Background: an optimization exercise with open tools, aiming at small area and a short achievable clock period. Do not read the settings as production practice. Only simulation tests tie the RTL to the original design; equivalence was not proved. No activity file was given, so power comes from the tool's default toggle rates.

File: flow/run.sh
#!/bin/bash
# Layout flow: the standard layout (standard.sh, the standard synthesis and ORFS steps unchanged),
# except that each input and output port is buffered with a plain sky130_fd_sc_hd__buf_N cell
# (PORT_BUF below) rather than the delay buffer that buffer_ports picks by default.
# The whole make output goes to standard_flow.log in the work folder; ORFS's per-step logs are
# under orfs/logs/.
set -euo pipefail
cd "$(dirname "${BASH_SOURCE[0]}")/.."
PORT_BUF=sky130_fd_sc_hd__buf_1
export BUFFER_PORTS_ARGS="-buffer_cell ${PORT_BUF}"
bash standard.sh finish > standard_flow.log 2>&1
File: standard.sh
#!/bin/bash
# synth_recipe.tcl (not shown) runs the flow's synth.tcl, then flattens the netlist and writes it again
# the make line also repeats each setting of config.mk as NAME=value (left out here)
make -C /OpenROAD-flow-scripts/flow DESIGN_CONFIG=/design/flow/config.mk WORK_HOME=/design/flow/orfs CLKGATE_MAP_FILE= SYNTH_SCRIPT=/design/flow/synth_recipe.tcl "${@:-finish}"
File: config.mk
export PLATFORM = sky130hd
export DESIGN_NAME = Vcpu32Alu
export DESIGN_NICKNAME = Vcpu32Alu
export VERILOG_FILES = /design/flow/design.v
export SDC_FILE = /design/flow/constraint.sdc
export NUM_CORES = 4
export LEC_CHECK = 0
export CAP_MARGIN = 20
export CORE_MARGIN = 2
export CORE_UTILIZATION = 40
export SETUP_SLACK_MARGIN = 3.0
export SLEW_MARGIN = 20
File: constraint.sdc
create_clock -name core_clock -period 5.5 [get_ports {clk}]
set_input_delay 1.1000 -clock core_clock [delete_from_list [all_inputs] [get_ports {clk}]]
set_output_delay 1.1000 -clock core_clock [all_outputs]
set_load 0.01 [all_outputs]
File: design.v
module Vcpu32Alu (
   input    wire          clk,
   input    wire[0:31]    a,
   input    wire[0:31]    b,
   input    wire[0:7]     ac,
   output   wire[0:31]    r,
   output   wire          c,
   output   wire          n,
   output   wire          z,
   output   wire          err
   );
   wire [31:0] A   = a;
   wire [31:0] B   = b;
   wire        cin = ac[0];
   wire        invB = ac[1];
   wire [1:0]  sh  = ac[3:4];
   wire [2:0]  op  = ac[5:7];
   wire isAdd = ( op == 3'd3 );
   wire selA  = ( op == 3'd1 );
   wire selB  = ( op == 3'd2 );
   wire selAnd = ( op == 3'd5 );
   wire selOr  = ( op == 3'd6 );
   wire selXor = ( op == 3'd7 );
   wire [31:0] tA = ( sh == 2'd0 ) ? A :
                    ( sh == 2'd1 ) ? { A[30:0], 1'b0 } :
                    ( sh == 2'd2 ) ? { A[29:0], 2'b00 } :
                                     { A[28:0], 3'b000 };
   wire [31:0] tB = B ^ { 32 { invB }};
   wire [31:0] g  = tA & tB & { 32 { isAdd }};
   wire [31:0] p  = tA ^ tB;
   wire        cinA = cin & isAdd;
   wire [31:0] tL = ( { 32 { selA }} & tA ) | ( { 32 { selB }} & tB ) | ( { 32 { selAnd | selOr }} & tA & tB ) |
                    ( { 32 { isAdd | selOr | selXor }} & p );
   wire s1c0_g0_1 = g[1] | ( p[1] & g[0] );
   wire s1c0_p0_1 = p[1] & p[0];
   wire sum_0 = tL[0] ^ cinA;
   wire sum_1 = tL[1] ^ ( g[0] | ( p[0] & cinA ));
   wire gco_0 = ( s1c0_g0_1 | ( s1c0_p0_1 & cinA ));
   wire s1c1_g0_1 = g[3] | ( p[3] & g[2] );
   wire s1c1_p0_1 = p[3] & p[2];
   wire sum_2 = tL[2];
   wire sum_3 = tL[3] ^ g[2];
   wire gco_1 = s1c1_g0_1;
   wire s1c2_g0_1 = g[5] | ( p[5] & g[4] );
   wire s1c2_p0_1 = p[5] & p[4];
   wire sum_4 = tL[4];
   wire sum_5 = tL[5] ^ g[4];
   wire gco_2 = s1c2_g0_1;
   wire s1c3_g0_1 = g[7] | ( p[7] & g[6] );
   wire s1c3_p0_1 = p[7] & p[6];
   wire sum_6 = tL[6];
   wire sum_7 = tL[7] ^ g[6];
   wire gco_3 = s1c3_g0_1;
   wire s1c4_g0_1 = g[9] | ( p[9] & g[8] );
   wire s1c4_p0_1 = p[9] & p[8];
   wire sum_8 = tL[8];
   wire sum_9 = tL[9] ^ g[8];
   wire gco_4 = s1c4_g0_1;
   wire s1c5_g0_1 = g[11] | ( p[11] & g[10] );
   wire s1c5_p0_1 = p[11] & p[10];
   wire sum_10 = tL[10];
   wire sum_11 = tL[11] ^ g[10];
   wire gco_5 = s1c5_g0_1;
   wire s1c6_g0_1 = g[13] | ( p[13] & g[12] );
   wire s1c6_p0_1 = p[13] & p[12];
   wire sum_12 = tL[12];
   wire sum_13 = tL[13] ^ g[12];
   wire gco_6 = s1c6_g0_1;
   wire s1c7_g0_1 = g[15] | ( p[15] & g[14] );
   wire s1c7_p0_1 = p[15] & p[14];
   wire sum_14 = tL[14];
   wire sum_15 = tL[15] ^ g[14];
   wire gco_7 = s1c7_g0_1;
   wire s1c8_g0_1 = g[17] | ( p[17] & g[16] );
   wire s1c8_p0_1 = p[17] & p[16];
   wire sum_16 = tL[16];
   wire sum_17 = tL[17] ^ g[16];
   wire gco_8 = s1c8_g0_1;
   wire s1c9_g0_1 = g[19] | ( p[19] & g[18] );
   wire s1c9_p0_1 = p[19] & p[18];
   wire sum_18 = tL[18];
   wire sum_19 = tL[19] ^ g[18];
   wire gco_9 = s1c9_g0_1;
   wire s1c10_g0_1 = g[21] | ( p[21] & g[20] );
   wire s1c10_p0_1 = p[21] & p[20];
   wire sum_20 = tL[20];
   wire sum_21 = tL[21] ^ g[20];
   wire gco_10 = s1c10_g0_1;
   wire s1c11_g0_1 = g[23] | ( p[23] & g[22] );
   wire s1c11_p0_1 = p[23] & p[22];
   wire sum_22 = tL[22];
   wire sum_23 = tL[23] ^ g[22];
   wire gco_11 = s1c11_g0_1;
   wire s1c12_g0_1 = g[25] | ( p[25] & g[24] );
   wire s1c12_p0_1 = p[25] & p[24];
   wire sum_24 = tL[24];
   wire sum_25 = tL[25] ^ g[24];
   wire gco_12 = s1c12_g0_1;
   wire s1c13_g0_1 = g[27] | ( p[27] & g[26] );
   wire s1c13_p0_1 = p[27] & p[26];
   wire sum_26 = tL[26];
   wire sum_27 = tL[27] ^ g[26];
   wire gco_13 = s1c13_g0_1;
   wire s1c14_g0_1 = g[29] | ( p[29] & g[28] );
   wire s1c14_p0_1 = p[29] & p[28];
   wire sum_28 = tL[28];
   wire sum_29 = tL[29] ^ g[28];
   wire gco_14 = s1c14_g0_1;
   wire s1c15_g0_1 = g[31] | ( p[31] & g[30] );
   wire s1c15_p0_1 = p[31] & p[30];
   wire sum_30 = tL[30];
   wire sum_31 = tL[31] ^ g[30];
   wire gco_15 = s1c15_g0_1;
   wire [31:0] gSum = { sum_31, sum_30, sum_29, sum_28, sum_27, sum_26, sum_25, sum_24, sum_23, sum_22, sum_21, sum_20, sum_19, sum_18, sum_17, sum_16, sum_15, sum_14, sum_13, sum_12, sum_11, sum_10, sum_9, sum_8, sum_7, sum_6, sum_5, sum_4, sum_3, sum_2, sum_1, sum_0 };
   wire [15:0] gCo = { gco_15, gco_14, gco_13, gco_12, gco_11, gco_10, gco_9, gco_8, gco_7, gco_6, gco_5, gco_4, gco_3, gco_2, gco_1, gco_0 };
   reg [31:0]   s1X;
   reg [15:0]   s1G;
   reg          s1Inv;
   always @( posedge clk ) begin
      s1X   <= gSum;
      s1G   <= gCo;
      s1Inv <= ac[2];
   end
   wire gP_0 = &s1X[1:0];
   wire gP_1 = &s1X[3:2];
   wire gP_2 = &s1X[5:4];
   wire gP_3 = &s1X[7:6];
   wire gP_4 = &s1X[9:8];
   wire gP_5 = &s1X[11:10];
   wire gP_6 = &s1X[13:12];
   wire gP_7 = &s1X[15:14];
   wire gP_8 = &s1X[17:16];
   wire gP_9 = &s1X[19:18];
   wire gP_10 = &s1X[21:20];
   wire gP_11 = &s1X[23:22];
   wire gP_12 = &s1X[25:24];
   wire gP_13 = &s1X[27:26];
   wire gP_14 = &s1X[29:28];
   wire gP_15 = &s1X[31:30];
   wire s2c_g0_1 = s1G[1] | ( gP_1 & s1G[0] );
   wire s2c_p0_1 = gP_1 & gP_0;
   wire s2c_g0_3 = s1G[3] | ( gP_3 & s1G[2] );
   wire s2c_p0_3 = gP_3 & gP_2;
   wire s2c_g0_5 = s1G[5] | ( gP_5 & s1G[4] );
   wire s2c_p0_5 = gP_5 & gP_4;
   wire s2c_g0_7 = s1G[7] | ( gP_7 & s1G[6] );
   wire s2c_p0_7 = gP_7 & gP_6;
   wire s2c_g0_9 = s1G[9] | ( gP_9 & s1G[8] );
   wire s2c_p0_9 = gP_9 & gP_8;
   wire s2c_g0_11 = s1G[11] | ( gP_11 & s1G[10] );
   wire s2c_p0_11 = gP_11 & gP_10;
   wire s2c_g0_13 = s1G[13] | ( gP_13 & s1G[12] );
   wire s2c_p0_13 = gP_13 & gP_12;
   wire s2c_g0_15 = s1G[15] | ( gP_15 & s1G[14] );
   wire s2c_p0_15 = gP_15 & gP_14;
   wire s2c_g1_2 = s1G[2] | ( gP_2 & s2c_g0_1 );
   wire s2c_p1_2 = gP_2 & s2c_p0_1;
   wire s2c_g1_3 = s2c_g0_3 | ( s2c_p0_3 & s2c_g0_1 );
   wire s2c_p1_3 = s2c_p0_3 & s2c_p0_1;
   wire s2c_g1_6 = s1G[6] | ( gP_6 & s2c_g0_5 );
   wire s2c_p1_6 = gP_6 & s2c_p0_5;
   wire s2c_g1_7 = s2c_g0_7 | ( s2c_p0_7 & s2c_g0_5 );
   wire s2c_p1_7 = s2c_p0_7 & s2c_p0_5;
   wire s2c_g1_10 = s1G[10] | ( gP_10 & s2c_g0_9 );
   wire s2c_p1_10 = gP_10 & s2c_p0_9;
   wire s2c_g1_11 = s2c_g0_11 | ( s2c_p0_11 & s2c_g0_9 );
   wire s2c_p1_11 = s2c_p0_11 & s2c_p0_9;
   wire s2c_g1_14 = s1G[14] | ( gP_14 & s2c_g0_13 );
   wire s2c_p1_14 = gP_14 & s2c_p0_13;
   wire s2c_g1_15 = s2c_g0_15 | ( s2c_p0_15 & s2c_g0_13 );
   wire s2c_p1_15 = s2c_p0_15 & s2c_p0_13;
   wire s2c_g2_4 = s1G[4] | ( gP_4 & s2c_g1_3 );
   wire s2c_p2_4 = gP_4 & s2c_p1_3;
   wire s2c_g2_5 = s2c_g0_5 | ( s2c_p0_5 & s2c_g1_3 );
   wire s2c_p2_5 = s2c_p0_5 & s2c_p1_3;
   wire s2c_g2_6 = s2c_g1_6 | ( s2c_p1_6 & s2c_g1_3 );
   wire s2c_p2_6 = s2c_p1_6 & s2c_p1_3;
   wire s2c_g2_7 = s2c_g1_7 | ( s2c_p1_7 & s2c_g1_3 );
   wire s2c_p2_7 = s2c_p1_7 & s2c_p1_3;
   wire s2c_g2_12 = s1G[12] | ( gP_12 & s2c_g1_11 );
   wire s2c_p2_12 = gP_12 & s2c_p1_11;
   wire s2c_g2_13 = s2c_g0_13 | ( s2c_p0_13 & s2c_g1_11 );
   wire s2c_p2_13 = s2c_p0_13 & s2c_p1_11;
   wire s2c_g2_14 = s2c_g1_14 | ( s2c_p1_14 & s2c_g1_11 );
   wire s2c_p2_14 = s2c_p1_14 & s2c_p1_11;
   wire s2c_g2_15 = s2c_g1_15 | ( s2c_p1_15 & s2c_g1_11 );
   wire s2c_p2_15 = s2c_p1_15 & s2c_p1_11;
   wire s2c_g3_8 = s1G[8] | ( gP_8 & s2c_g2_7 );
   wire s2c_p3_8 = gP_8 & s2c_p2_7;
   wire s2c_g3_9 = s2c_g0_9 | ( s2c_p0_9 & s2c_g2_7 );
   wire s2c_p3_9 = s2c_p0_9 & s2c_p2_7;
   wire s2c_g3_10 = s2c_g1_10 | ( s2c_p1_10 & s2c_g2_7 );
   wire s2c_p3_10 = s2c_p1_10 & s2c_p2_7;
   wire s2c_g3_11 = s2c_g1_11 | ( s2c_p1_11 & s2c_g2_7 );
   wire s2c_p3_11 = s2c_p1_11 & s2c_p2_7;
   wire s2c_g3_12 = s2c_g2_12 | ( s2c_p2_12 & s2c_g2_7 );
   wire s2c_p3_12 = s2c_p2_12 & s2c_p2_7;
   wire s2c_g3_13 = s2c_g2_13 | ( s2c_p2_13 & s2c_g2_7 );
   wire s2c_p3_13 = s2c_p2_13 & s2c_p2_7;
   wire s2c_g3_14 = s2c_g2_14 | ( s2c_p2_14 & s2c_g2_7 );
   wire s2c_p3_14 = s2c_p2_14 & s2c_p2_7;
   wire s2c_g3_15 = s2c_g2_15 | ( s2c_p2_15 & s2c_g2_7 );
   wire s2c_p3_15 = s2c_p2_15 & s2c_p2_7;
   wire rs_0 = s1X[0];
   wire rs_1 = s1X[1];
   wire rs_2 = s1X[2] ^ ( s1G[0] );
   wire rs_3 = s1X[3] ^ ( s1G[0] & ( &s1X[2:2] ) );
   wire rs_4 = s1X[4] ^ ( s2c_g0_1 );
   wire rs_5 = s1X[5] ^ ( s2c_g0_1 & ( &s1X[4:4] ) );
   wire rs_6 = s1X[6] ^ ( s2c_g1_2 );
   wire rs_7 = s1X[7] ^ ( s2c_g1_2 & ( &s1X[6:6] ) );
   wire rs_8 = s1X[8] ^ ( s2c_g1_3 );
   wire rs_9 = s1X[9] ^ ( s2c_g1_3 & ( &s1X[8:8] ) );
   wire rs_10 = s1X[10] ^ ( s2c_g2_4 );
   wire rs_11 = s1X[11] ^ ( s2c_g2_4 & ( &s1X[10:10] ) );
   wire rs_12 = s1X[12] ^ ( s2c_g2_5 );
   wire rs_13 = s1X[13] ^ ( s2c_g2_5 & ( &s1X[12:12] ) );
   wire rs_14 = s1X[14] ^ ( s2c_g2_6 );
   wire rs_15 = s1X[15] ^ ( s2c_g2_6 & ( &s1X[14:14] ) );
   wire rs_16 = s1X[16] ^ ( s2c_g2_7 );
   wire rs_17 = s1X[17] ^ ( s2c_g2_7 & ( &s1X[16:16] ) );
   wire rs_18 = s1X[18] ^ ( s2c_g3_8 );
   wire rs_19 = s1X[19] ^ ( s2c_g3_8 & ( &s1X[18:18] ) );
   wire rs_20 = s1X[20] ^ ( s2c_g3_9 );
   wire rs_21 = s1X[21] ^ ( s2c_g3_9 & ( &s1X[20:20] ) );
   wire rs_22 = s1X[22] ^ ( s2c_g3_10 );
   wire rs_23 = s1X[23] ^ ( s2c_g3_10 & ( &s1X[22:22] ) );
   wire rs_24 = s1X[24] ^ ( s2c_g3_11 );
   wire rs_25 = s1X[25] ^ ( s2c_g3_11 & ( &s1X[24:24] ) );
   wire rs_26 = s1X[26] ^ ( s2c_g3_12 );
   wire rs_27 = s1X[27] ^ ( s2c_g3_12 & ( &s1X[26:26] ) );
   wire rs_28 = s1X[28] ^ ( s2c_g3_13 );
   wire rs_29 = s1X[29] ^ ( s2c_g3_13 & ( &s1X[28:28] ) );
   wire rs_30 = s1X[30] ^ ( s2c_g3_14 );
   wire rs_31 = s1X[31] ^ ( s2c_g3_14 & ( &s1X[30:30] ) );
   wire [31:0] rSum = { rs_31, rs_30, rs_29, rs_28, rs_27, rs_26, rs_25, rs_24, rs_23, rs_22, rs_21, rs_20, rs_19, rs_18, rs_17, rs_16, rs_15, rs_14, rs_13, rs_12, rs_11, rs_10, rs_9, rs_8, rs_7, rs_6, rs_5, rs_4, rs_3, rs_2, rs_1, rs_0 };
   wire rCo = s2c_g3_15;
   reg [31:0] s2R;
   reg        s2C;
   always @( posedge clk ) begin
      s2R <= rSum ^ { 32 { s1Inv }};
      s2C <= rCo;
   end
   assign r   = s2R;
   assign c   = s2C;
   assign n   = s2R[31];
   assign z   = ( s2R == 32'd0 );
   assign err = 1'b0;
endmodule
==> impl.org, run 1 <==
** Outcome
- The flow ran to the end and the layout has no timing, DRC or antenna violations.

** Routing
- The first TritonRoute pass finished after 5 iterations.
- For this run, design rule violations remaining after detail routing come to 0.
- In the routed layout, each cell is associated on average with a via count of 5.41.
- Summed over all layers, the routed wires come to 14.1 mm.
- Post-DR wirelength/cell :: 16.0 um
- DRT antenna net count :: 0
- Summing over every cut layer, the via total after detailed routing is ~4800.
- Count of routing violations after the opening detailed-route iteration :: 285

** Floorplan
- Effective utilization at floorplan :: 0.405
- The die is between 100 and 150 um wide.
- Row count :: 43
- roughly 110 I/O pins were placed.
- Vert. Die Dim :: ~120 um
- CORE AREA :: approximately 14000 um2
- Die area :: 14900 um2

** Place
- Including well taps, the total number of placed cells is 864.
- At the end of routability-driven placement, the weighted congestion stood at ~0.84.
- Port Buffer Count :: approximately 110
- After legalization and detailed placement, the total HPWL measured roughly 11 mm.

** Power and ir drop
- For this design the static power due to leakage is approximately 2.5 nW.
- Power spread over the standard cell area amounts to around 300 nW/um2.
- IR analysis of the VDD net gives a maximum drop of roughly 130 uV.
- Total power after layout :: just under 2 mW

** Timing
- Maximum clock frequency :: 0.404 GHz
- Dividing the final minimum period by the clock period gives 0.450.
- The routed design could run at a clock period as short as between 2 and 2.5 ns.
- The hold violation count in the final report came to 0.
- Final total negative setup slack :: 0 ns
- Worst-case clock skew :: roughly 0.0087 ns
- Measured slew at the worst slew-check pin :: 0.883 ns
- Setup violations remaining at the end of the flow were counted as 0.
- Max-slew violations :: 0
- Relative slew slack :: 0.412
- Setup repair after global routing could not meet its margin everywhere.

** Clock tree
- CTS H-tree depth :: 3
- Clock slew at the register clock pins of the worst setup and hold paths :: ~0.060 ns
- Clock tree synthesis inserted a total of 9 buffers.
- Largest buffer count on any clock path :: 2
- CTS tree :: built
- Number of buffers added to fix hold violations after cts :: 0
- The clock net in this run drives a total of between 80 and 90 sinks.
- Buffers added to address setup during post-CTS repair amount to 0.
- Later-pin clock latency in the skew report :: 0.34 ns
- CTS placed an instance of sky130_fd_sc_hd__clkbuf_16 at the clock tree root.

** Finish
- In the final design database the tool counted between 800 and 900 nets.
- For this run, the share of the core covered by cells in the final layout is 0.475.
- Filler Cell Count :: approximately 1300
- The area growth from synthesis to layout is 17.4%.
- Of the cells placed in the final design, the portion with a size suffix greater than 1 is 0.115.
- Count of placed standard cells in the final layout, fillers left out :: between 800 and 900
- Count of antenna diodes in the layout :: 0

** Logic synthesis
- After synthesis, the mean cell area works out to 9.11 um2.
- After synthesis, the netlist uses 51 different library cells.
- In the synthesized netlist, the number of instances is ~610.
- Register bit total from synthesis :: slightly above 80
- For this run, the register share of the synthesized area comes to 0.294.
- Post-Synthesis Net Count :: around 730
- Warnings from Yosys :: 1
- Post-synthesis instance area :: between 5000 and 6000 um2

** Setup path
- STA puts the critical path data arrival time at between 2 and 3 ns.
- R2r endpoint :: s2R[26]
- The signal on the critical path passes through clkbuf_8 -> buf_8 -> xnor2_4 -> inv_1 -> ha_4 -> nand2_1 -> o31ai_1 -> a222oi_1 -> o21ai_1 -> xnor2_1.
- Max incr delay on CP :: between 0.2 and 0.3 ns
- In this run the worst setup path begins at ac[1].
- The critical path in this run is classified as primary input to flip-flop.
- Measured in cells, the most critical reg-to-reg path has a length of 7.
- Setup slack on the worst reg-to-reg path comes out at ~3.3 ns.
- The worst setup path is launched from a primary input.
- Critical path peak fanout :: 19
- Required time worst endpoint :: roughly 5.7 ns
- Slowest library cell on the worst path :: sky130_fd_sc_hd__ha_4
- STA classifies the critical path endpoint as a flip-flop.
- Crit Reg-Reg Startpoint :: s1X[10]
- The number of buffers and inverters on the critical path is 3.
- In this design, the largest share of critical-path delay is due to buffers and inverters.

** Min path
- Hold path cells :: 1
- Worst min-delay path startpoint :: s1X[1]
- The path class of the tightest hold or removal check is flip-flop to flip-flop.
- For hold timing, the worst endpoint is s2R[1].

** Global routing
- Initial antenna violation count :: 0
- Overall routing resource usage :: 0.185
- Global-route wire length before repair :: between 20 and 25 mm
- Largest net degree at the start of global routing :: 38
- Global routing finished with a remaining overflow of 0.
- Number of global-route vias before repair :: 4315

** Job
- The tool flagged a number of max-cap violations equal to 0.
[per-stage QoR]
stage | worst slack (ns) | area (um2) | hold WS [ns]
floorplan | 2.78 | 5610 | 0.392
global placement | 1.99 | 6070 | 0.423
detailed placement | 1.96 | 6070 | 0.415
CTS | 3.00 | 6470 | 0.428
global route | 2.93 | 6550 | 0.438
finish | 3.02 | 6550 | 0.429
[Yosys cell counts (all sizes together)]
master   number  area [um2]
or2           2        12.5
a211oi        3        27.5
a221o         1        10.0
buf          24         140
dfxtp        82        1640
nor4          9        56.3
conb          1        3.75
inv          19        71.3
and4          1        11.3
a21o          5        38.8
mux2i         3        30.0
a21oi        31         155
mux4         28         631
o21ai        31         155
nor3b         3        32.5
a31o          9        78.8
o2bb2ai       1        8.76
nand4        20         125
nand2b        1        6.26
xor2         33         289
a41o          1        10.0
o31ai         3        22.5
clkbuf       20        76.3
nand2        71         267
a211o         1        8.76
a41oi         1        8.76
or3b          1        8.76
o211ai       17         128
ha           47         588
o21bai        1        7.51
xnor2        50         438
and3          1        6.26
a22oi         1        7.51
nand3         1        5.00
nor2         37         139
and2          4        25.0
a311o         1        10.0
a31oi        43         269
nor2b         3        18.8
a222oi        1        10.0
[state kept, by name, summed over array words and instances, names as in the netlist]
register  flops
s1G          16
s1Inv         1
s1X          32
s2C           1
s2R          32
[kinds of logic after synthesis]
family	count (synthesis)	synth area share
xor gates and xnor gates	83	0.130
and+or+nand+nor	154	0.128
DFF	82	0.294
other	1	0.000672
AOI/OAI and AO/OA	151	0.171
adders and majority gates	47	0.105
buffers and inverters	63	0.0516
muxes	31	0.118
[worst max-delay path by stage]
stage | to | slack [ns] | depth (start not counted)
2_1_floorplan | s1X[0] | 2.78 | 10
3_3_place_gp | s1X[1] | 1.99 | 6
3_5_place_dp | s1X[5] | 1.96 | 6
4_1_cts | s1X[31] | 3.00 | 7
5_1_grt | s1X[0] | 2.93 | 10
6_report | s1X[0] | 3.02 | 10
[cell usage in the layout (no fill, tap or decap), drive strengths merged, types with 4 or more instances in the layout]
cell,count
a21o,5
xor2,33
inv,19
dfxtp,82
a31o,9
ha,47
nand4,20
mux4,28
clkbuf,15
nor2,37
o21ai,31
xnor2,50
buf,115
o211ai,17
nor4,9
a31oi,43
and2,4
nand2,71
a21oi,31
[power by group]
part / internal (mW) / switching [mW] / total, mW / leakage [nW]
registers: 0.704 / 0.0893 / 0.793 / 0.686
clock network: 0.364 / 0.218 / 0.582 / 0.143
logic: 0.255 / 0.313 / 0.568 / 1.72
total: 1.32 / 0.620 / 1.94 / 2.55
[what timing repair did]
action                     CTS  global route
gates resized for setup     24             7
setup endpoints to repair   49            23
gates cloned                 0             2
pin swaps                    2             3
[per-layer routing]
| layer | share of wire | track usage |
|---|---|---|
| met4 | 0.012 | 0.0524 |
| met1 | 0.50 | 0.272 |
| met5 | 0 | 0 |
| met2 | 0.43 | 0.281 |
| met3 | 0.051 | 0.0290 |
[cell type report]
| cell class | instances | area [um2] | share of cell area |
|---|---|---|---|
| clock buffer | 12 | 246 | 0.0376 |
| clock inverter | 4 | 51.3 | 0.00783 |
| inverter | 19 | 71.3 | 0.0109 |
| multi-input combinational | 467 | 3740 | 0.571 |
| sequential | 82 | 1640 | 0.251 |
| tap | 180 | 225 | 0.0344 |
| timing repair buffer | 118 | 569 | 0.0869 |
[worst reg2reg max path: stages, from the launching register on]
cell and delay [ns]:
sky130_fd_sc_hd__dfxtp_1 0.34, sky130_fd_sc_hd__a311o_1 0.35, sky130_fd_sc_hd__a41oi_1 0.26, sky130_fd_sc_hd__o2bb2ai_1 0.18, sky130_fd_sc_hd__a41o_1 0.29, sky130_fd_sc_hd__a31o_1 0.22, sky130_fd_sc_hd__ha_1 0.29, sky130_fd_sc_hd__xor2_1 0.16
==> run 2: changes to the inputs <==
--- a/design.v
+++ b/design.v
@@ -25,12 +25,18 @@
                     ( sh == 2'd1 ) ? { A[30:0], 1'b0 } :
                     ( sh == 2'd2 ) ? { A[29:0], 2'b00 } :
                                      { A[28:0], 3'b000 };
-   wire [31:0] tB = B ^ { 32 { invB }};
-   wire [31:0] g  = tA & tB & { 32 { isAdd }};
-   wire [31:0] p  = tA ^ tB;
+   wire [3:0]  fT = { selA | selB | selAnd | selOr,          
+                      selA | isAdd | selOr | selXor,         
+                      selB | isAdd | selOr | selXor,         
+                      1'b0 };                                
+   wire [3:0]  uT = invB ? { fT[2], fT[3], fT[0], fT[1] } : fT;
+   wire        gP = isAdd & ~invB;                          
+   wire        gN = isAdd & invB;                           
+   wire [31:0] g  = tA & (( B & { 32 { gP }} ) | ( ~B & { 32 { gN }} ));
    wire        cinA = cin & isAdd;
-   wire [31:0] tL = ( { 32 { selA }} & tA ) | ( { 32 { selB }} & tB ) | ( { 32 { selAnd | selOr }} & tA & tB ) |
-                    ( { 32 { isAdd | selOr | selXor }} & p );
+   wire [31:0] tL = ( tA & B & { 32 { uT[3] }} ) | ( tA & ~B & { 32 { uT[2] }} ) | ( ~tA & B & { 32 { uT[1] }} ) |
+                    ( ~tA & ~B & { 32 { uT[0] }} );
+   wire [31:0] p  = tL;
    wire s1c0_g0_1 = g[1] | ( p[1] & g[0] );
    wire s1c0_p0_1 = p[1] & p[0];
    wire sum_0 = tL[0] ^ cinA;
--- a/config.mk
+++ b/config.mk
@@ -8,5 +8,5 @@
 export CAP_MARGIN = 20
 export CORE_MARGIN = 2
 export CORE_UTILIZATION = 40
-export SETUP_SLACK_MARGIN = 3.0
+export SETUP_SLACK_MARGIN = 3.2
 export SLEW_MARGIN = 20
==> run 2 against run 1 <==
Critical path type is now flip-flop to output pin; count of clock-buffer cells in the layout is 3 lower; sequential cell count stayed put; sequential power is 0.5% lower; still clean.
==> impl.org, run 2 <==
** Finish
- The library cells used most frequently in the layout, excluding fill and tap cells, are 102 x sky130_fd_sc_hd__buf_1, 79 x sky130_fd_sc_hd__dfxtp_1, 62 x sky130_fd_sc_hd__xnor2_1.
- The area growth from synthesis to layout is 20.9%.
- Count of placed standard cells in the final layout, fillers left out :: approximately 760
- Ratio of cells with drive above 1 in the final layout :: 0.148
- Post-route cell area :: ~6000 um2
- The largest registers in the layout are s1X: 32 flops, s2R: 32 flops, s1G: 16 flops.
- Final core utilization :: 0.498
- Number of nets in the finished design :: roughly 700
- Most frequent standard cell in the layout excluding fill and tap cells :: sky130_fd_sc_hd__buf_1
- Count of antenna diodes in the layout :: 0

** Clock tree
- Clock tree synthesis found a total of 82 sinks.
- The H-tree generated during clock tree synthesis spans 3 levels.
- Clock slew at the register clock pins of the worst setup and hold paths :: approximately 0.060 ns
- Largest buffer count on any clock path :: 2
- Number of buffers inserted during clock tree synthesis :: 9
- CTS tree :: built
- CTS Root Cell :: sky130_fd_sc_hd__clkbuf_16
- At the later pin of the worst-skew pair, clock insertion delay measures about 0.33 ns.

** Global routing
- The first global-routing pass estimated 18.4 mm of wire.
- Entering global routing, the biggest net connects 37 pins.
- Initial antenna violation count :: 0
- Overall routing resource usage :: 0.175
- Overall overflow remaining after global route :: 0
- Number of global-route vias before repair :: between 3000 and 4000

** Place
- After detailed placement, the total cell area comes to roughly 5400 um2.
- Final Wtd Congestion :: between 0.8 and 0.9
- Number of cells in the design after placement :: approximately 740
- OpenSTA, run right after detailed placement, puts the worst setup slack at 2.19 ns.
- Port Buffer Count :: about 110
- HPWL reported at the end of detailed placement :: 8.61 mm

** Floorplan
- Die X :: approximately 120 um
- The die covers about 13000 um2.
- The floorplan has 40 rows.
- Measured along the y axis, the die boundary spans 115 um.
- CORE AREA :: approximately 12000 um2
- For this configuration, the core starts out at a cell density of 0.412.
- Pin placement for this block handled ~110 I/O pins.

** Routing
- Via count :: 3960
- Post-DR wirelength/cell :: 15.7 um
- In the routed design, unresolved DRC markers number 0.
- Per-cell via count in the routed design :: 5.20
- Wire length after detailed routing :: roughly 12 mm
- Count of routing violations after the opening detailed-route iteration :: 239
- DRT antenna net count :: 0
- The first TritonRoute pass finished after 4 iterations.

** Logic synthesis
- Number of cells produced by synthesis :: 491
- Share of synthesized area occupied by flip-flops and latches :: 0.331
- Leading area contributor after synthesis :: sky130_fd_sc_hd__dfxtp_1
- Top post-synthesis cells by count :: 82 x sky130_fd_sc_hd__dfxtp_1, 62 x sky130_fd_sc_hd__xnor2_1, 48 x sky130_fd_sc_hd__mux2i_1, 32 x sky130_fd_sc_hd__ha_1, 24 x sky130_fd_sc_hd__nor2_1
- Area fraction of the dominant cell type after synthesis :: 0.331
- Post-Synthesis Net Count :: between 500 and 600
- Register bit total from synthesis :: 82
- In this run the cell area of the synthesized design comes to 4970 um2.
- Warnings from Yosys :: 1
- Counting flops with a built-in enable in the synthesized netlist gives 0.
- Post-synthesis async set-or-reset flop share :: 0
- Mapped Avg Cell Area :: between 10 and 15 um2
- Top_reg_cell synth :: sky130_fd_sc_hd__dfxtp_1
- Most used standard cell by instance count after synthesis :: sky130_fd_sc_hd__dfxtp_1
- Ranking of synthesized cells by area :: sky130_fd_sc_hd__dfxtp_1 33%, sky130_fd_sc_hd__xnor2_1 11%, sky130_fd_sc_hd__mux2i_1 9.7%
- After synthesis, the netlist uses 52 different library cells.

** Timing
- Max-slew violations :: 0
- Maximum clock frequency :: slightly above 0.4 GHz
- Final number of setup-violating endpoints :: 0
- Final worst slack :: around 3 ns
- Setup repair after global routing could not meet its margin everywhere.
- Worst-case clock skew :: about 0.0086 ns
- Final total negative setup slack :: 0 ns
- In this run the tightest slew margin relative to its limit is 0.400.
- Final hold slack :: between 0.4 and 0.5 ns
- At the pin with the least slew margin, the transition time is ~0.9 ns.
- In the finished design, the share of the clock period the worst path needs comes to 0.440.
- The clock period could shrink to ~2.4 ns.
- The hold violation count in the final report is 0.

** Setup path
- Critical path peak fanout :: 2
- R2r endpoint :: s2R[14]
- Crit Reg-Reg Startpoint :: s1X[5]
- Critical Path Start Type :: flip-flop
- Worst path arrival time :: around 1.3 ns
- Required time worst endpoint :: approximately 4.4 ns
- Type of the worst setup path :: flip-flop to output pin
- Crit path capture type :: output pin
- Across all register-to-register paths, the minimum setup slack is around 3.4 ns.
- Depth of the worst register-to-register path :: 7

** Min path
- Hold endpoint :: s2R[0]
- Worst min-delay path startpoint :: s1X[0]
- Worst min path class :: flip-flop to flip-flop
- Hold path cells :: 1

** Power and ir drop
- The design draws 1.83 mW.
- Reported leakage power :: about 2.5 nW
- Worst vdd rail ir drop :: 118 uV
- Areal power density over the cells :: approximately 310 nW/um2

** Job
- The tool flagged a number of max-cap violations equal to 0.

** Outcome
- The run finished with no timing, DRC or antenna violations.
run 2: cell count changes after synthesis, sizes merged, moves of 17 or more:
| cell | delta |
|---|---|
| a21oi | -25 |
| a31oi | -39 |
| mux2i | +45 |
| nand2 | -51 |
| nand3 | +19 |
| o211ai | -17 |
run 2: power breakdown:
group	switching [mW]	internal, mW	total (mW)
combinational	0.243	0.212	0.454
clock	0.202	0.387	0.589
sequential	0.0882	0.701	0.789
total	0.532	1.30	1.83
run 2: what timing repair did:
| item | 4_1_cts | 5_1_grt |
|---|---|---|
| resized for setup | 20 | 7 |
| buffers inserted | 1 | 7 |
| endpoints found under the setup margin | 49 | 27 |
| hold buffers | 0 | 0 |
| gates cloned | 1 | 3 |
| pin swaps | 4 | 4 |
| hold endpoints to repair | 0 | 0 |
run 2: worst max-delay path by stage:
| stage | depth (start not counted) | from | slack (ns) | to |
|---|---|---|---|---|
| floorplan | 7 | ac[4] | 2.98 | s1G[2] |
| global placement | 6 | ac[4] | 2.23 | s1G[2] |
| detailed placement | 8 | ac[6] | 2.19 | s1X[1] |
| CTS | 4 | s2R[21] | 3.02 | z |
| global route | 4 | s2R[21] | 2.96 | z |
| finish | 4 | s2R[21] | 3.08 | z |
run 2: cell type report:
class / instances / area, um2
fill: 1171 / 6060
multi-input combinational: 373 / 3230
sequential: 82 / 1650
timing repair buffer: 120 / 603
clock buffer: 9 / 225
tap: 168 / 210
clock inverter: 4 / 70.1
inverter: 5 / 18.8
run 2: logic make-up after synthesis:
group / Yosys count / synth area share
other: 1 / 0.000755
AO/OA/AOI/OAI: 80 / 0.114
adder cells (fa/ha/maj): 32 / 0.0806
flip-flops: 82 / 0.331
multiplexers: 76 / 0.193
AND/OR/NAND/NOR: 103 / 0.102
XOR/XNOR: 80 / 0.141
buffers and inverters: 37 / 0.0383
run 2: layer usage:
layer,up-vias,track usage,part of all wire
met3,11,0.0230,0.059
met2,149,0.249,0.41
li1,1975,-,-
met4,0,0.0570,0.015
met5,-,0,0
met1,1825,0.271,0.51
run 2: critical path: stages, from the launching register on:
cell and delay, ns:
sky130_fd_sc_hd__dfxtp_2 0.33, sky130_fd_sc_hd__nor4_4 0.28, sky130_fd_sc_hd__nand4_1 0.15, sky130_fd_sc_hd__nor2_1 0.11, sky130_fd_sc_hd__buf_2 0.13
==> run 3: changes to the inputs <==
--- a/config.mk
+++ b/config.mk
@@ -7,6 +7,6 @@
 export LEC_CHECK = 0
 export CAP_MARGIN = 20
 export CORE_MARGIN = 2
-export CORE_UTILIZATION = 40
-export SETUP_SLACK_MARGIN = 3.2
+export CORE_UTILIZATION = 65
+export SETUP_SLACK_MARGIN = 3.0
 export SLEW_MARGIN = 20
==> run 3 against run 2 <==
Clock skew grew 0.0051 ns; utilization grew 27 points; final cell count shrank 10%; synthesized cell count is the same; count of clock-buffer cells in the layout grew 1; power shrank 9.5%; clock power shrank 24%; non-clock buffer count shrank 10; area after synthesis is the same; via count shrank 0.25%; fmax shrank 2.0%; critical endpoint unchanged; die area shrank 37%; still clean.
==> impl.org, run 3 <==
** Timing
- After layout, the minimum clock period comes to around 2.5 ns.
- Final number of setup-violating endpoints :: 0
- Measured slew at the worst slew-check pin :: around 0.57 ns
- The number of pins exceeding their max-slew limit in the final report is 0.
- Measured against its own limit, the worst slew margin works out to 0.620.
- The hold violation count in the final report came to 0.
- For the final routed database, the setup TNS stands at 0 ns.
- Across the routed clock network, the largest skew measured is 0.0137 ns.
- Portion of the clock cycle consumed by the worst path in the final layout :: 0.449
- Maximum clock frequency :: roughly 0.40 GHz
- Unrepaired setup endpoints after global routing :: true

** Clock tree
- Largest buffer count on any clock path :: 2
- CTS Root Cell :: sky130_fd_sc_hd__clkbuf_8
- Clock tree synthesis found a total of 82 sinks.
- Number of buffers inserted during clock tree synthesis :: 9
- CTS tree :: built
- Clock-pin slew was measured on the worst setup and hold paths at 0.08 ns.
- Later-pin clock latency in the skew report :: 0.36 ns
- After clock tree synthesis, the flow added hold-fix buffers numbering 0.
- The H-tree generated during clock tree synthesis spans 3 levels.

** Logic synthesis
- Of the post-synthesis cell area, the dominant cell type holds 0.331.
- By area, the combinational part of the netlist is dominated by multiplexers.
- In the synthesized netlist, the number of instances is between 400 and 500.
- Basic-gate share of the synthesized area counting and, or, nand and nor cells :: 0.102
- Ranking of synthesized cells by area :: sky130_fd_sc_hd__dfxtp_1 33%, sky130_fd_sc_hd__xnor2_1 11%, sky130_fd_sc_hd__mux2i_1 9.7%
- Post-synthesis async set-or-reset flop share :: 0
- Of the total synthesized cell area, the portion taken by full adders, half adders and majority gates is 0.0806.
- For this run, the leading register cell type out of synthesis is sky130_fd_sc_hd__dfxtp_1.
- Counting distinct cell types in the post-synthesis netlist gives 52.
- In this run, synthesis produced a sequential element count of 82.
- Leading area contributor after synthesis :: sky130_fd_sc_hd__dfxtp_1
- Counting flops with a built-in enable in the synthesized netlist gives 0.
- Share of synthesized area occupied by flip-flops and latches :: 0.331
- Of the post-synthesis cell area, the part taken by muxes is 0.193.
- Most used standard cell by instance count after synthesis :: sky130_fd_sc_hd__dfxtp_1
- Mapped Avg Cell Area :: ~10 um2
- The cell area that synthesis handed to floorplanning was between 4000 and 5000 um2.
- XOR/XNOR share of the synthesized area :: 0.141
- Top post-synthesis cells by count :: 82 x sky130_fd_sc_hd__dfxtp_1, 62 x sky130_fd_sc_hd__xnor2_1, 48 x sky130_fd_sc_hd__mux2i_1, 32 x sky130_fd_sc_hd__ha_1, 24 x sky130_fd_sc_hd__nor2_1
- The compound-cell area share of the yosys netlist is 0.114.
- For this run, the number of Yosys warnings is 1.
- The number of nets in the synthesized netlist is 596.

** Floorplan
- Die X :: a little over 90 um
- The floorplan step defined a die boundary enclosing about 8400 um2.
- In this run the standard cell core region covers 7330 um2.
- Ports :: 109
- The initial utilization of the core area, before any placement, comes to 0.677.
- Row count :: 31
- Vert. Die Dim :: around 91 um

** Routing
- Across all layers, the routed design uses approximately 4000 vias.
- Count of routing violations after the opening detailed-route iteration :: about 180
- After detailed routing, the number of remaining DRC violations is 0.
- Post-DR wirelength/cell :: between 15 and 20 um
- Pre-Repair DR Iteration Count :: 4
- DRT antenna net count :: 0
- After detailed routing, the number of vias per cell comes to approximately 5.8.
- Wire length after detailed routing :: ~11 mm

** Setup path
- Crit path capture type :: output pin
- Required time worst endpoint :: roughly 4.4 ns
- STA classifies the critical path startpoint as a flip-flop.
- Counting cells, the worst reg-to-reg path comes to 9.
- R2r endpoint :: s2R[21]
- Worst path arrival time :: around 1.4 ns
- The startpoint identified for the worst register-to-register timing path is s1X[5].
- Together, buffers and inverters on the worst path number 1.
- Along the worst path, the maximum fanout reaches 2.
- The critical path is of the flip-flop to output pin type.
- Family with the most delay on the worst path :: simple AND/OR/NAND/NOR gates
- Across all register-to-register paths, the minimum setup slack is approximately 3.4 ns.
- Max incr delay on CP :: ~0.31 ns
- The slowest stage of the critical path is the sky130_fd_sc_hd__dfxtp_1 cell.
- CP Cell Sequence :: nor4_1 -> nand4_1 -> nor2_1 -> buf_2

** Global routing
- The first global-routing pass estimated 17.3 mm of wire.
- Overall overflow remaining after global route :: 0
- The via count of the first global-routing pass came to about 3600.
- The number of antenna violations at the first check in global routing is 0.
- Entering global routing, the biggest net connects 37 pins.
- In the global route stage, overall resource usage came out at 0.258.

** Min path
- Along the worst hold path, the cell count comes to 1.
- The worst hold path terminates at s2C.
- Worst min-delay path startpoint :: s1G[15]
- The worst hold path belongs to the class flip-flop to flip-flop.

** Power and ir drop
- VDD sags by at most roughly 140 uV.
- Reported leakage power :: 2.35 nW
- Dividing total power by cell area gives a power density of 295 nW/um2.

** Finish
- Number of nets in the finished design :: 685
- Filler Cell Count :: 550
- Leaving out fill and tap cells, the most frequent cells in the layout are 103 x sky130_fd_sc_hd__buf_1, 80 x sky130_fd_sc_hd__dfxtp_1, 62 x sky130_fd_sc_hd__xnor2_1.
- Leaving out filler cells and counting taps, the final layout contains 684.
- Leaving out fill and tap cells, the most frequent cell in the layout is sky130_fd_sc_hd__buf_1.
- Ratio of cells with drive above 1 in the final layout :: 0.121
- Area growth from synthesis to layout :: 13.3%
- The largest registers in the layout are s1X: 32 flops, s2R: 32 flops, s1G: 16 flops.
- Count of antenna diodes in the layout :: 0

** Job
- Max cap viols :: 0

** Place
- HPWL reported at the end of detailed placement :: about 8 mm
- Final Wtd Congestion :: between 0.8 and 0.9
- Port Buffer Count :: 107
- Number of cells in the design after placement :: 668

** Outcome
- Status :: timing/DRC/antenna clean
[run 3: timing repair]
item / CTS / global route
pin swaps: 3 / 1
resized for setup: 13 / 3
endpoints found under the setup margin: 49 / 2
buffers inserted: 0 / 0
[run 3: worst max-delay path by stage]
stage,start,end,cells past startpoint
after floorplan,ac[4],s1G[2],7
after global placement,ac[4],s1G[9],6
after detailed placement,ac[4],s1G[5],6
after CTS,s2R[24],z,4
after global routing,s2R[24],z,4
final,s2R[16],z,4
[run 3: metal layers]
layer  routed length (um)  vias up  track usage
li1                     -     1946            -
met2                 4450      173        0.389
met1                 5310     1821        0.381
met5                    0        -            0
met3                  664       10       0.0299
met4                  146        0       0.0884
[run 3: cell type report]
class	count	area, um2	area share
Clock buffer	10	138	0.0245
Clock inverter	6	72.6	0.0129
Inverter	5	18.8	0.00334
Multi-Input combinational cell	372	3180	0.565
Sequential cell	82	1640	0.292
Tap cell	99	124	0.0220
Timing Repair Buffer	110	450	0.0801
[run 3: cells by family (layout without fill, tap and decap cells)]
group | count (synthesis) | count (layout)
buffers and inverters | 37 | 131
other | 1 | 1
multiplexers | 76 | 76
AND/OR/NAND/NOR | 103 | 103
adder cells (fa/ha/maj) | 32 | 32
AO/OA/AOI/OAI | 80 | 80
flip-flops | 82 | 82
XOR/XNOR | 80 | 80
[run 3: report_power, final]
group          leakage [nW]  total (mW)  switching, mW  internal [mW]
combinational          1.56       0.433          0.237          0.196
sequential            0.685       0.778         0.0788          0.699
clock                 0.103       0.448          0.221          0.227
[run 3: through the flow]
step | utilization | setup WS [ns] | hold slack (ns) | total power [mW] | cell area (um2)
after global routing | 0.767 | 2.95 | 0.433 | 1.76 | 5630
after floorplan | - | 2.98 | 0.390 | 1.08 | 4990
after global placement | 0.729 | 2.24 | 0.400 | 1.19 | 5350
final | 0.767 | 3.03 | 0.419 | 1.66 | 5630
after CTS | 0.766 | 3.01 | 0.423 | 1.66 | 5620
after detailed placement | 0.729 | 2.15 | 0.403 | 1.20 | 5350
==> run 4: changes to the inputs <==
--- a/config.mk
+++ b/config.mk
@@ -7,6 +7,7 @@
 export LEC_CHECK = 0
 export CAP_MARGIN = 20
 export CORE_MARGIN = 2
-export CORE_UTILIZATION = 65
+export CORE_UTILIZATION = 40
+export CTS_BUF_LIST = sky130_fd_sc_hd__clkbuf_4 sky130_fd_sc_hd__clkbuf_8
 export SETUP_SLACK_MARGIN = 3.0
 export SLEW_MARGIN = 20
==> run 4 against run 3 <==
Combinational power barely moved; fmax rose by 1.2%; critical path type unchanged; design area rose by 2.0%; sequential share of layout area fell by 0.51 points; utilization fell by 29 points; die area rose by 59%; first-iteration DRC count rose by 29%; largest power group unchanged; still clean; non-clock buffer count fell by 1; clock skew barely moved; hold slack got worse by 0.0034 ns.
==> impl.org, run 4 <==
** Outcome
- Status :: timing/DRC/antenna clean

** Timing
- The number of pins exceeding their max-slew limit in the final report was 0.
- Final total negative setup slack :: 0 ns
- Final worst path period need :: around 2.4 ns
- Maximum clock frequency :: 0.409 GHz
- Setup violations remaining at the end of the flow were counted as 0.
- Worst-case clock skew :: between 0.01 and 0.015 ns
- Unrepaired setup endpoints after global routing :: true
- Final count of hold timing violations :: 0
- At the pin with the least slew margin, the transition time is slightly below 0.9 ns.
- Relative slew slack :: 0.420
- In the finished design, the share of the clock period the worst path needs comes to 0.444.

** Clock tree
- Number of buffers added to fix hold violations after cts :: 0
- The tree is rooted in a sky130_fd_sc_hd__clkbuf_8.
- CTS saw just over 80 sinks.
- Largest buffer count on any clock path :: 2
- Buffers added to address setup during post-CTS repair amount to 0.
- TritonCTS created 9 clock buffers.
- After clock tree synthesis, the clock-pin slew on the worst setup and hold paths is ~0.070 ns.
- TritonCTS built the clock tree.
- Later-pin clock latency in the skew report :: 0.35 ns
- The H-tree was split into 3 levels.

** Global routing
- Entering global routing, the biggest net connects 37 pins.
- Overall routing resource usage :: 0.171
- Initial antenna violation count :: 0
- The via count of the first global-routing pass came to roughly 3500.
- Overall overflow remaining after global route :: 0
- The first global-routing pass estimated 18.0 mm of wire.

** Finish
- The area growth from synthesis to layout is 15.6%.
- 0 antenna diodes ended up in the layout.
- The library cell used most frequently in the layout, excluding fill and tap cells, is sky130_fd_sc_hd__buf_1.
- In the final layout, the share of cells above drive strength 1 is 0.127.
- In the layout the commonest cells are 103 x sky130_fd_sc_hd__buf_1, 77 x sky130_fd_sc_hd__dfxtp_1, 62 x sky130_fd_sc_hd__xnor2_1.
- Filler Cell Count :: about 1200
- The largest registers in the layout are s1X: 32 flops, s2R: 32 flops, s1G: 16 flops.
- The final layout contains 685 nets.
- Leaving out filler cells and counting taps, the final layout contains ~750.

** Power and ir drop
- Cell internal power was estimated by the tool at between 1 and 1.5 mW.
- Portion of total power attributed to the clock network :: 0.265
- The analysis attributes to cell leakage a power of ~2.4 nW.
- The analysis attributes to net switching a power of between 0.5 and 0.6 mW.
- Of the total power, the share spent switching nets is 0.311.
- Of the total power, combinational logic draws 0.260.
- Power spread over the standard cell area amounts to about 290 nW/um2.
- The worst-case IR drop observed on VDD is between 100 and 150 uV.
- Of the total power, registers draw 0.474.

** Routing
- Via count :: roughly 3800
- DRT antenna net count :: 0
- Count of routing violations after the opening detailed-route iteration :: 230
- For this run, design rule violations remaining after detail routing come to 0.
- Per-cell via count in the routed design :: approximately 5.0
- Wire length after detailed routing :: 11.2 mm
- Post-DR wirelength/cell :: 14.9 um
- Before antenna repair, the detailed router went through 4 iterations.

** Logic synthesis
- Mapped Avg Cell Area :: approximately 10 um2
- Number of enable flip-flop cells after synthesis :: 0
- Leading area contributor after synthesis :: sky130_fd_sc_hd__dfxtp_1
- Top_reg_cell synth :: sky130_fd_sc_hd__dfxtp_1
- Post-synthesis cell type count :: 52
- Top post-synthesis cells by count :: 82 x sky130_fd_sc_hd__dfxtp_1, 62 x sky130_fd_sc_hd__xnor2_1, 48 x sky130_fd_sc_hd__mux2i_1, 32 x sky130_fd_sc_hd__ha_1, 24 x sky130_fd_sc_hd__nor2_1
- Counting every instance in the synthesized netlist gives a little under 500.
- For this run, the register share of the synthesized area comes to 0.331.
- Summing every instance area after synthesis gives 4970 um2.
- After synthesis the netlist holds a flip-flop and latch count of roughly 80.
- Ranking of synthesized cells by area :: sky130_fd_sc_hd__dfxtp_1 33%, sky130_fd_sc_hd__xnor2_1 11%, sky130_fd_sc_hd__mux2i_1 9.7%
- For this run, the number of Yosys warnings is 1.
- The share of synthesized area in the top cell type comes to 0.331.
- By instance count, the leading cell after synthesis is sky130_fd_sc_hd__dfxtp_1.
- Post-synthesis async set-or-reset flop share :: 0
- Post-Synthesis Net Count :: 596

** Setup path
- Crit path capture type :: output pin
- Slowest library cell on the worst path :: sky130_fd_sc_hd__dfxtp_2
- The kind of cell with the highest combined delay along the critical path is simple AND/OR/NAND/NOR gates.
- R2r endpoint :: s2R[26]
- Worst path arrival time :: roughly 1.3 ns
- In this run the critical register-to-register path is launched from s1G[2].
- Crit path buf inv count :: 1
- CP Cell Sequence :: nor4_4 -> nand4_1 -> nor2_1 -> buf_2
- On the worst path, the slowest cell contributes a delay of ~0.33 ns.
- Critical Path Start Type :: flip-flop
- Required time worst endpoint :: approximately 4.4 ns
- Of all nets on the critical path, the largest fanout is 2.
- Flop-to-flop setup slack :: around 3.4 ns
- Type of the worst setup path :: flip-flop to output pin
- For the worst flop-to-flop path, the logic depth is 7.

** Floorplan
- Row count :: 40
- Die area :: 13300 um2
- between 100 and 150 I/O pins were placed.
- CORE AREA :: about 12000 um2
- Die X :: 115 um
- Effective utilization at floorplan :: 0.412
- The die is 115 um tall.

** Job
- Max cap viols :: 0

** Place
- Number of cells in the design after placement :: 736
- The count of buffers added on input and output ports is 107.
- Routability-driven placement finished with a final weighted congestion of 0.788.
- After legalization and detailed placement, the total HPWL measured between 8 and 9 mm.

** Min path
- Worst min-delay path startpoint :: s1G[15]
- Counting instances, the worst hold path has a depth of 1.
- The worst hold path terminates at s2C.
- Worst min path class :: flip-flop to flip-flop
[run 4: final cells by class]
| type | instances | area [um2] | area share |
|---|---|---|---|
| clock buffer | 13 | 173 | 0.0301 |
| clock inverter | 2 | 35.0 | 0.00610 |
| inverter | 5 | 18.8 | 0.00327 |
| multi-input combinational | 373 | 3210 | 0.560 |
| sequential | 82 | 1650 | 0.287 |
| tap | 168 | 210 | 0.0366 |
| timing repair buffer | 109 | 442 | 0.0770 |
[run 4: power by group through the flow]
stage	logic, mW	registers, mW	clock network [mW]
floorplan	0.280	0.797	0
global placement	0.419	0.788	0
detailed placement	0.424	0.790	0
CTS	0.433	0.783	0.456
global route	0.480	0.805	0.479
finish	0.434	0.790	0.442
[run 4: kinds of logic after synthesis]
kind of cell / count (synthesis) / share of synthesized area
multiplexers: 76 / 0.193
adder cells (fa/ha/maj): 32 / 0.0806
buffers and inverters: 37 / 0.0383
AO/OA/AOI/OAI: 80 / 0.114
XOR/XNOR: 80 / 0.141
flip-flops: 82 / 0.331
AND/OR/NAND/NOR: 103 / 0.102
other: 1 / 0.000755
[run 4: metrics by stage]
stage / utilization / hold WS (ns) / instance area (um2) / power (mW) / worst slack [ns]
floorplan: - / 0.390 / 4990 / 1.08 / 2.98
finish: 0.476 / 0.415 / 5740 / 1.67 / 3.06
CTS: 0.473 / 0.422 / 5700 / 1.67 / 2.98
detailed placement: 0.450 / 0.397 / 5430 / 1.21 / 2.21
global placement: 0.450 / 0.407 / 5430 / 1.21 / 2.24
global route: 0.476 / 0.450 / 5740 / 1.76 / 2.94
[run 4: worst max-delay path by stage]
| stage | from | endpoint | slack [ns] | cells after the start |
|---|---|---|---|---|
| detailed placement | ac[4] | s1G[5] | 2.21 | 6 |
| floorplan | ac[4] | s1G[2] | 2.98 | 7 |
| global placement | ac[4] | s1G[9] | 2.24 | 6 |
| CTS | s2R[30] | z | 2.98 | 4 |
| global route | s2R[25] | z | 2.94 | 4 |
| finish | s2R[25] | z | 3.06 | 4 |
[run 4: timing repair]
item,CTS,global route
pin swaps,3,6
gates resized for setup,14,6
cloned,0,1
hold endpoints to repair,0,0
endpoints found under the setup margin,49,2
[run 4: layer usage]
layer / part of all wire / GRT usage / vias up
met2: 0.42 / 0.242 / 109
met1: 0.52 / 0.266 / 1716
met4: 0.0091 / 0.0434 / 0
li1: - / - / 1950
met3: 0.050 / 0.0309 / 8
met5: 0 / 0 / -
==> run 5: changes to the inputs <==
--- a/config.mk
+++ b/config.mk
@@ -7,7 +7,7 @@
 export LEC_CHECK = 0
 export CAP_MARGIN = 20
 export CORE_MARGIN = 2
-export CORE_UTILIZATION = 40
+export CORE_UTILIZATION = 65
 export CTS_BUF_LIST = sky130_fd_sc_hd__clkbuf_4 sky130_fd_sc_hd__clkbuf_8
 export SETUP_SLACK_MARGIN = 3.0
 export SLEW_MARGIN = 20
==> run 5 against run 4 <==
Hold slack gained 0.0034 ns; utilization increased by 29 points; fmax shrank 1.1%; largest power group unchanged; combinational power hardly changed; sequential power shrank 2%; non-clock buffer count is 1 higher.
==> impl.org, run 5 <==
** Routing
- Per-cell via count in the routed design :: between 5 and 6
- Number of DRC violations after detailed routing :: 0
- Pre-Repair DR Iteration Count :: 4
- Count of routing violations after the opening detailed-route iteration :: approximately 180
- Wire length after detailed routing :: between 10 and 15 mm
- After detailed routing, the average wire length per cell comes to between 15 and 20 um.
- Via count :: about 4000
- DRT antenna net count :: 0

** Min path
- Hold path cells :: 1
- Worst min path class :: flip-flop to flip-flop
- The worst hold path terminates at s2C.
- Worst min-delay path startpoint :: s1G[15]

** Setup path
- Data on the critical path arrives at its endpoint at between 1 and 1.5 ns.
- Crit Reg-Reg Startpoint :: s1X[5]
- Critical Path Start Type :: flip-flop
- Required time worst endpoint :: roughly 4.4 ns
- In this run the worst path has a maximum fanout of 2.
- Grouping stages by cell kind, the critical path spends the most delay in simple AND/OR/NAND/NOR gates.
- Crit path buf inv count :: 1
- Max incr delay on CP :: between 0.3 and 0.4 ns
- The worst setup path is captured at an output pin.
- In this run the critical register-to-register path is captured at s2R[21].
- Slowest library cell on the worst path :: sky130_fd_sc_hd__dfxtp_1
- The worst register-to-register path has a depth of 9.
- The worst setup path is of the flip-flop to output pin kind.
- CP Cell Sequence :: nor4_1 -> nand4_1 -> nor2_1 -> buf_2
- Across all register-to-register paths, the minimum setup slack is around 3.4 ns.

** Logic synthesis
- Of all flip-flops after synthesis, the portion carrying an async set or reset was 0.
- Post-synthesis cell type count :: 52
- Area fraction of the dominant cell type after synthesis :: 0.331
- For this run, the number of Yosys warnings is 1.
- By count the netlist is led by 82 x sky130_fd_sc_hd__dfxtp_1, 62 x sky130_fd_sc_hd__xnor2_1, 48 x sky130_fd_sc_hd__mux2i_1, 32 x sky130_fd_sc_hd__ha_1, 24 x sky130_fd_sc_hd__nor2_1.
- Synthesis produced a netlist with a net count of between 500 and 600.
- Number of cells produced by synthesis :: approximately 490
- Yosys instantiated no cell more often than sky130_fd_sc_hd__dfxtp_1.
- After synthesis, the cell types taking the most area are sky130_fd_sc_hd__dfxtp_1 33%, sky130_fd_sc_hd__xnor2_1 11%, sky130_fd_sc_hd__mux2i_1 9.7%.
- Post-synthesis instance area :: around 5000 um2
- Yosys mapped a number of flops with a built-in enable equal to 0.
- A synthesized cell averages ~10 um2.
- Register bit total from synthesis :: 82
- Leading area contributor after synthesis :: sky130_fd_sc_hd__dfxtp_1
- Share of synthesized area occupied by flip-flops and latches :: 0.331
- For this run, the leading register cell type out of synthesis is sky130_fd_sc_hd__dfxtp_1.

** Timing
- In this run the tightest slew margin relative to its limit is 0.620.
- Final worst path period need :: about 2.5 ns
- Unrepaired setup endpoints after global routing :: true
- Maximum clock frequency :: roughly 0.40 GHz
- The clock arrives with around 0.014 ns of skew.
- Final count of hold timing violations :: 0
- The number of pins exceeding their max-slew limit in the final report was 0.
- Portion of the clock cycle consumed by the worst path in the final layout :: 0.449
- Final total negative setup slack :: 0 ns
- For the pin with the worst max-slew slack, the measured transition is approximately 0.57 ns.
- Setup violations remaining at the end of the flow were counted as 0.

** Finish
- The library cell used most frequently in the layout, excluding fill and tap cells, is sky130_fd_sc_hd__buf_1.
- Final core utilization :: 0.767
- Area growth from synthesis to layout :: 13.3%
- In the final layout, the share of cells above drive strength 1 is 0.121.
- In the final layout, the registers with the most flip-flops are s1X: 32 flops, s2R: 32 flops, s1G: 16 flops.
- The repair_antennas step left the layout with diodes totalling 0.
- Number of nets in the finished design :: between 600 and 700
- Filler Cell Count :: 550
- Highest-count cells in the layout ignoring fill and taps :: 103 x sky130_fd_sc_hd__buf_1, 80 x sky130_fd_sc_hd__dfxtp_1, 62 x sky130_fd_sc_hd__xnor2_1

** Floorplan
- The die is 91.4 um wide.
- Vert. Die Dim :: ~90 um
- Row count :: 31
- Effective utilization at floorplan :: 0.677
- CORE AREA :: 7330 um2
- The floorplan step defined a die boundary enclosing between 8000 and 9000 um2.
- Ports :: roughly 110

** Global routing
- The first global-routing pass estimated 17.3 mm of wire.
- The number of antenna violations at the first check in global routing is 0.
- Number of global-route vias before repair :: 3587
- Overall overflow remaining after global route :: 0
- Largest net degree at the start of global routing :: 37
- For this run, the total global-route usage over all layers was measured as 0.258.

** Power and ir drop
- Reported leakage power :: around 2.3 nW
- Areal power density over the cells :: roughly 300 nW/um2
- Worst vdd rail ir drop :: 137 uV
- After layout, the design draws a total of about 1.7 mW.

** Clock tree
- Later-pin clock latency in the skew report :: 0.36 ns
- Number of buffers added to fix hold violations after cts :: 0
- CTS Root Cell :: sky130_fd_sc_hd__clkbuf_8
- Once the clock tree was built, the setup fixing pass inserted 0 buffers.
- CTS H-tree depth :: 3
- CTS sink count :: 82
- TritonCTS built the clock tree.
- The clock passes through at most 2 buffers.
- TritonCTS created 9 clock buffers.
- Clock slew at the register clock pins of the worst setup and hold paths :: around 0.080 ns

** Place
- In this run the tool buffered the top-level ports with ~110 buffer cells.
- Final Wtd Congestion :: approximately 0.82
- The HPWL after detailed placement is ~7.8 mm.

** Outcome
- Status :: timing/DRC/antenna clean

** Job
- Across the run, the number of max-cap violations was 0.
==> run 5: cell counts after synthesis <==
No cell type changed its count.
==> run 5: area by class of cell <==
cell class	count	area, um2	share of cell area
Multi-Input combinational cell	372	3180	0.565
Sequential cell	82	1640	0.292
Timing Repair Buffer	110	450	0.0801
Clock buffer	10	138	0.0245
Tap cell	99	124	0.0220
Clock inverter	6	72.6	0.0129
Inverter	5	18.8	0.00334
==> run 5: power breakdown <==
part	switching (mW)	internal (mW)	total [mW]
logic	0.237	0.196	0.433
clock network	0.221	0.227	0.448
registers	0.0788	0.699	0.778
total	0.537	1.12	1.66
==> run 5: how the worst max path moves through the flow <==
stage	from	end	slack, ns	cells past startpoint
CTS	s2R[24]	z	3.01	4
floorplan	ac[4]	s1G[2]	2.98	7
global placement	ac[4]	s1G[9]	2.24	6
detailed placement	ac[4]	s1G[5]	2.15	6
finish	s2R[16]	z	3.03	4
global route	s2R[24]	z	2.95	4
==> run 5: stage by stage <==
step,cell area [um2],worst slack (ns),hold slack (ns),instances
floorplan,4990,2.98,0.390,491
global placement,5350,2.24,0.400,668
detailed placement,5350,2.15,0.403,668
CTS,5620,3.01,0.423,684
global route,5630,2.95,0.433,684
finish,5630,3.03,0.419,684
==> run 5: what timing repair did <==
| item | in CTS | in global routing |
|---|---|---|
| endpoints found under the setup margin | 49 | 2 |
| pin swaps | 3 | 1 |
| gates resized for setup | 13 | 3 |
==> run 5: layer usage <==
metal / vias up / share of wire / GRT usage
met4: 0 / 0.014 / 0.0884
met2: 173 / 0.42 / 0.389
met5: - / 0 / 0
met1: 1821 / 0.50 / 0.381
met3: 10 / 0.063 / 0.0299
li1: 1946 / - / -
==> run 5: kinds of logic (layout without fill, tap and decap cells) <==
logic type | Yosys count | in the layout | share of synthesized area
simple gates | 103 | 103 | 0.102
flops | 82 | 82 | 0.331
compound gates | 80 | 80 | 0.114
xor+xnor | 80 | 80 | 0.141
mux | 76 | 76 | 0.193
buf+inv | 37 | 131 | 0.0383
fa+ha+maj | 32 | 32 | 0.0806
other cells | 1 | 1 | 0.000755
==> run 6: changes to the inputs <==
--- a/config.mk
+++ b/config.mk
@@ -7,7 +7,7 @@
 export LEC_CHECK = 0
 export CAP_MARGIN = 20
 export CORE_MARGIN = 2
-export CORE_UTILIZATION = 65
-export CTS_BUF_LIST = sky130_fd_sc_hd__clkbuf_4 sky130_fd_sc_hd__clkbuf_8
+export CORE_UTILIZATION = 40
+export CTS_BUF_LIST = sky130_fd_sc_hd__clkbuf_4
 export SETUP_SLACK_MARGIN = 3.0
 export SLEW_MARGIN = 20
==> run 6 against run 5 <==
Count of clock-buffer cells in the layout unchanged; fmax is 2.0% lower; combinational power about the same; critical endpoint unchanged; power is 7.1% lower; die area grew 59%; via count shrank 4.4%; utilization decreased by 30 points; routed wire length is 5.2% higher; synthesized cell count is the same; critical path depth is the same.
==> impl.org, run 6 <==
** Timing
- Timing would allow up to slightly below 0.4 GHz.
- Headroom to the max-slew limit came out at 0.417.
- Portion of the clock cycle consumed by the worst path in the final layout :: 0.458
- Measured slew at the worst slew-check pin :: 0.875 ns
- The hold violation count in the final report came to 0.
- Setup violations remaining at the end of the flow were counted as 0.

** Routing
- Per-cell via count in the routed design :: 5.02
- Wires add up to ~11 mm.
- The first detailed-routing pass took 4 iterations.

** Logic synthesis
- Leading area contributor after synthesis :: sky130_fd_sc_hd__dfxtp_1
- Of the post-synthesis cell area, the dominant cell type holds 0.331.
- Post-synthesis cell type count :: 52
- Top_reg_cell synth :: sky130_fd_sc_hd__dfxtp_1
- Share of synthesized area occupied by flip-flops and latches :: 0.331
- In the synthesized netlist the async set-or-reset flop fraction comes to 0.
- When the netlist entered floorplanning its net count stood at 596.
- Synthesis produced a netlist whose cell count is around 490.
- Ranking of synthesized cells by area :: sky130_fd_sc_hd__dfxtp_1 33%, sky130_fd_sc_hd__xnor2_1 11%, sky130_fd_sc_hd__mux2i_1 9.7%
- For this run, the number of Yosys warnings is 1.
- A synthesized cell averages a little over 10 um2.

** Finish
- Leaving out fill and tap cells, the most frequent cell in the layout is sky130_fd_sc_hd__buf_1.
- Filler Cell Count :: between 1000 and 1500
- Once layout is complete, the utilization of the core stands at 0.468.
- Of the cells placed in the final design, the portion with a size suffix greater than 1 is 0.120.
- Highest-count cells in the layout ignoring fill and taps :: 103 x sky130_fd_sc_hd__buf_1, 78 x sky130_fd_sc_hd__dfxtp_1, 62 x sky130_fd_sc_hd__xnor2_1
- Relative to the synthesized area, the layout overhead comes to 13.6%.

** Clock tree
- Largest buffer count on any clock path :: 2
- Later-pin clock latency in the skew report :: ~0.42 ns
- Number of buffers added to fix hold violations after cts :: 0
- Clock tree synthesis inserted a total of 9 buffers.
- TritonCTS built the clock tree.
- CTS Root Cell :: sky130_fd_sc_hd__clkbuf_4

** Setup path
- The critical path runs through a total of 4 cells.
- STA puts the critical path data required time at 4.40 ns.
- Counting cells, the worst reg-to-reg path comes to 7.
- Crit Reg-Reg Startpoint :: s1G[2]
- Walking the worst path, the cells encountered are nor4_4 -> nand4_1 -> nor2_1 -> buf_2.
- Data on the critical path arrives at its endpoint at about 1.4 ns.

** Global routing
- The via count of the first global-routing pass is about 3500.
- Overall overflow remaining after global route :: 0
- Initial antenna violation count :: 1

** Power and ir drop
- IR analysis of the VDD net gives a maximum drop of ~80 uV.

** Outcome
- The flow ran to the end and the layout has no timing, DRC or antenna violations.

** Floorplan
- Die area :: 13300 um2
- Measured along the x axis, the die boundary spans ~120 um.
- The initial utilization of the core area, before any placement, comes to 0.412.
- After floorplanning, the core was sized to cover between 10000 and 15000 um2.
- Ports :: roughly 110

** Place
- Detailed placement ended at an HPWL of 8.71 mm.
[run 6: cell counts after synthesis]
No cell type changed its count.
[run 6: kinds of logic (layout without fill, tap and decap cells)]
group | Yosys count | after routing | share of synthesized area
buf+inv | 37 | 129 | 0.0383
fa+ha+maj | 32 | 32 | 0.0806
xor+xnor | 80 | 80 | 0.141
compound gates | 80 | 80 | 0.114
flops | 82 | 82 | 0.331
other cells | 1 | 2 | 0.000755
mux | 76 | 76 | 0.193
simple gates | 103 | 103 | 0.102
[run 6: worst register-to-register path, cell delays in order, from the launching register on]
cell                       delay, ns
sky130_fd_sc_hd__dfxtp_1        0.42
sky130_fd_sc_hd__nor3_1         0.10
sky130_fd_sc_hd__a2111o_1       0.45
sky130_fd_sc_hd__o21ai_4        0.20
sky130_fd_sc_hd__a41oi_1        0.20
sky130_fd_sc_hd__a21oi_1        0.18
sky130_fd_sc_hd__ha_1           0.26
sky130_fd_sc_hd__xor2_1         0.16
[run 6: how the worst min path moves through the flow]
stage	cells past startpoint	slack, ns	start	endpoint
CTS	1	0.42	s1G[15]	s2C
global placement	1	0.41	s1G[15]	s2C
global route	1	0.45	s1G[15]	s2C
detailed placement	1	0.40	s1G[15]	s2C
finish	1	0.42	s1G[15]	s2C
floorplan	1	0.39	s1G[15]	s2C
[run 6: metrics by stage]
stage	hold WS, ns	cell area (um2)	cells
after global placement	0.407	5430	736
after global routing	0.453	5640	752
final	0.421	5640	752
after floorplan	0.390	4990	491
after detailed placement	0.397	5430	736
after CTS	0.424	5600	751
[run 6: repair_timing]
item / CTS / global route
resized for setup: 11 / 10
endpoints found under the setup margin: 37 / 31
pin swaps: 3 / 4
buffers inserted: 0 / 0
[run 6: routing by layer]
layer  part of all wire  vias up  wire, um  global-route usage
li1                   -     1957         -                   -
met1               0.52     1702      5760               0.268
met2               0.42      107      4640               0.242
met3              0.054       11       595              0.0324
met4              0.011        0       119              0.0482
met5                  0        -         0                   0
[run 6: cell type report]
type	count	area, um2	area share
multi-input combinational	372	3210	0.569
sequential	82	1650	0.292
timing repair buffer	109	433	0.0768
tap	168	210	0.0373
clock buffer	10	75.1	0.0133
clock inverter	5	46.3	0.00821
inverter	5	18.8	0.00333
antenna	1	2.50	0.000444
[run 6: power by group]
part           switching (mW)  internal (mW)  total (mW)  leakage, nW
logic                   0.234          0.197       0.431         1.55
clock network           0.183          0.137       0.320       0.0688
registers              0.0904          0.700       0.790        0.685
total                   0.507           1.03        1.54         2.31

Check on run 6: ideal ports give 2.979 ns setup slack; a clkbuf_16 on the clock port and buf_2 on the inputs give 2.951 ns; moving port delays by the midpoint clock arrival (0.434 ns) as well gives 2.662 ns.
